This design comes from an exercise in tuning for small area on the open sky130 flow, not from production work. In this exercise RTL edits were held to simulation tests only and were not proved equivalent to the original. Power and IR drop assume default switching activity.

lane 2:
Design mlse_eq_top, start of the top module:
module mlse_eq_top (
    input wire i_clk,
    input wire i_rst,
    input wire i_en,
    input wire i_cfg_eq_in_inv,
    input wire i_cfg_eq_out_inv,
    input wire i_cfg_eq_out_endian,
    input wire i_cfg_eq_p1a_en,
    input wire i_cfg_eq_p1b_en,
    input wire i_cfg_eq_p2_en,
    input wire i_cfg_eq_p3o_en,
    input wire i_cfg_eq_p3a_en,
    input wire i_cfg_eq_p3b_en,
    input wire i_cfg_eq_p4p_en,
    input wire i_cfg_eq_p4m_en,
    input wire [511:0] i_cfg_eq_hm1,   
    input wire [511:0] i_cfg_eq_hp1,   
    input wire [511:0] i_cfg_eq_hx,    
    input wire [383:0] i_dat_be,   
    output wire [63:0] o_drx
);
Size: ~10000 cells after synthesis, about 2000 I/O pins, roughly 0.082 mm² of cells after synthesis.
==> flow/config.mk <==
export PLATFORM = sky130hd
export DESIGN_NAME = mlse_eq_top
export DESIGN_NICKNAME = mlse_eq_top
export VERILOG_FILES = /design/flow/design.v
export SDC_FILE = /design/flow/constraint.sdc
export NUM_CORES = 4
export LEC_CHECK = 0
export ABC_AREA = 1
export CAP_MARGIN = 20
export CORE_AREA = 5 5 1245 195
export DIE_AREA = 0 0 1250 200
export SLEW_MARGIN = 20
==> flow/constraint.sdc <==
create_clock -name core_clock -period 3.3 [get_ports {i_clk}]
set_input_delay 0.6600 -clock core_clock [delete_from_list [all_inputs] [get_ports {i_clk}]]
set_output_delay 0.6600 -clock core_clock [all_outputs]
set_load 0.01 [all_outputs]
standard.sh (not shown) runs the stock make flow with config.mk's settings and CLKGATE_MAP_FILE= SYNTH_SCRIPT=/design/flow/synth_recipe.tcl, a recipe that flattens the netlist after the stock synthesis.
==> flow/flow/run.sh <==
#!/bin/bash
# Layout flow: the standard synthesis, then its combinational logic mapped
# again by ABC with an area-oriented script (registers, their names and cell
# types are kept), then the standard flow from floorplan to finish, with
# the smallest buffer on the ports, and the pins of each lane placed so that
# the 64 lanes lie in a folded ring along the long, low die (flow/pins.tcl).
# The timing-driven global placement keeps its buffering only once its overflow
# is below 0.3, so that it buffers for a placement close to the final one.
set -euo pipefail
W=$PWD
R=$W/orfs/results/$FLOW_PLATFORM/mlse_eq_top/base
F=$W/flow

bash standard.sh synth > $W/log_1_standard_synth.log 2>&1
cp $R/1_2_yosys.v $W/std_1_2_yosys.v

LIB=$FLOW_HOME/platforms/$FLOW_PLATFORM/lib/sky130_fd_sc_hd__tt_025C_1v80.lib
DU=""
for c in $(sed -n '/DONT_USE_CELLS += /,/^#/p' $FLOW_HOME/platforms/$FLOW_PLATFORM/config.mk | grep -o 'sky130_fd_sc_hd__[a-z0-9_]*'); do
  DU="$DU -dont_use $c"
done
FFS=$(grep -o 'sky130_fd_sc_hd__[a-z0-9_]*' $W/std_1_2_yosys.v | sort -u | grep -E 'df|dl' | tr '\n' ' ')
BB=""
for c in $FFS; do BB="$BB blackbox $c;"; done

yosys -l $W/log_2_reopt.log -p "read_verilog $W/std_1_2_yosys.v; read_liberty -ignore_miss_func $LIB; $BB hierarchy -top $FLOW_TOP; flatten; hierarchy -top $FLOW_TOP; opt_clean; abc -script $F/area.abc -liberty $LIB $DU; opt_clean -purge; read_liberty -lib -ignore_redef $LIB; setundef -zero; hilomap -singleton -hicell sky130_fd_sc_hd__conb_1 HI -locell sky130_fd_sc_hd__conb_1 LO; insbuf -buf sky130_fd_sc_hd__buf_4 A X; opt_clean -purge; tee -o $W/reopt_stat.txt stat -liberty $LIB; check -assert -mapped; write_verilog -noattr -nohex -nodec $W/reopt.v" > /dev/null 2>&1

cp $W/reopt.v $R/1_2_yosys.v
touch $R/1_2_yosys.v
bash standard.sh "BUFFER_PORTS_ARGS=-buffer_cell sky130_fd_sc_hd__buf_1" PRE_IO_PLACEMENT_TCL=$F/pins.tcl GPL_KEEP_OVERFLOW=0.3 finish > $W/log_3_standard_finish.log 2>&1
Other scripts of this flow, unchanged in this note and not shown: flow/flow/area.abc, flow/flow/pins.tcl
Every stage of lane 2 finished as expected; the final checks, on the other hand, flagged negative setup slack, which means the layout fails.
Setup changes, lane 2 to lane 4
--- a/flow/flow/run.sh
+++ b/flow/flow/run.sh
@@ -7,2 +6,0 @@
-# The timing-driven global placement keeps its buffering only once its overflow
-# is below 0.3, so that it buffers for a placement close to the final one.
@@ -30 +28 @@
-bash standard.sh "BUFFER_PORTS_ARGS=-buffer_cell sky130_fd_sc_hd__buf_1" PRE_IO_PLACEMENT_TCL=$F/pins.tcl GPL_KEEP_OVERFLOW=0.3 finish > $W/log_3_standard_finish.log 2>&1
+bash standard.sh "BUFFER_PORTS_ARGS=-buffer_cell sky130_fd_sc_hd__buf_1" PRE_IO_PLACEMENT_TCL=$F/pins.tcl finish > $W/log_3_standard_finish.log 2>&1
Lane 4 | stages: all done | timing, DRC, antenna: all pass. Taking lane 2 as the reference, in lane 4 combinational share of power was more or less identical, critical path depth went up by 2. For the largest net degree at the start of global routing, lane 4 came in 55 higher than lane 2 did. Looking at lane 2 and lane 4, the fraction of area in registers is a wash. met2 wire length of lane 4 exceeds that of lane 2 slightly. Critical path capture point: qy[25] -> lane 4, qy[40] -> lane 2. There was hardly any difference in average wire per cell in the routed design between lane 4 and lane 2. A top power group of registers is what lane 4 shows, while combinational cells belongs to lane 2. Lane 4 ended up with a lower signed area change from the synthesized netlist to the final layout than lane 2 did. Detailed-route wire length ends up higher on lane 4. Met1 wire length essentially unchanged between lane 4 and lane 2.


Another version of the RTL of mlse_eq_top (not shown whole).
Size: roughly 16000 cells after synthesis, roughly 1100 flip-flops, about 100000 sq um of cells after synthesis.
clock: 3.3 ns
lec_check: 0
abc_area: 1
cap_margin: 20
core_area: 10 10 690 690
die_area: 0 0 700 700
slew_margin: 20
run.sh (not shown) runs the stock make flow with config.mk's settings and CLKGATE_MAP_FILE= SYNTH_SCRIPT=/design/flow/synth_recipe.tcl, a recipe that flattens the netlist after the stock synthesis.
Stock flow here: none of the scripts above is used.
Next try:
Settings changed: CORE_AREA 10 10 690 690 to unset, CORE_MARGIN set to 2, CORE_UTILIZATION set to 40, DIE_AREA 0 0 700 700 to unset.
This time the run died in I/O pin placement (3_2_place_iop). Area after synthesis is unchanged. Synthesized cell count does not change.

==> static timing again, ports no longer ideal <==
The flow's constraints put no driver on any port. The routed layouts listed below were extracted and timed again, unchanged, in two steps.
Step 1 sets driving cells, clkbuf_16 on the clock port and buf_2 on the other inputs (assumed; they add their load-dependent delay and slew).
Step 2 also shifts input and output timing later by t, the mid clock arrival at the registers, as if the neighbouring blocks saw the same clock.
Three values: ideal ports, drivers, drivers and shift; two values: the first two.
run | t (ns) | setup WS [ns] | worst setup path after step 2 | worst slew at a driven data input, ns | cell pins on the clock port's net
lane 2 | 0.920 | -0.032 / -0.070 / -0.850 | input to register | 0.53 | 1
lane 4 | 0.899 | 0.132 / -0.391 / -0.718 | input to register | 0.93 | 1
the first run of note 2 | 0.917 | 0.306 / 0.204 / -0.105 | input to register | 0.66 | 1
With both steps, setup timing fails in lane 4 and the first run of note 2, where it was met with ideal ports. The setup slack of lane 4, which loses most, moves by -0.523 ns with the drivers and by -0.850 ns with both steps.
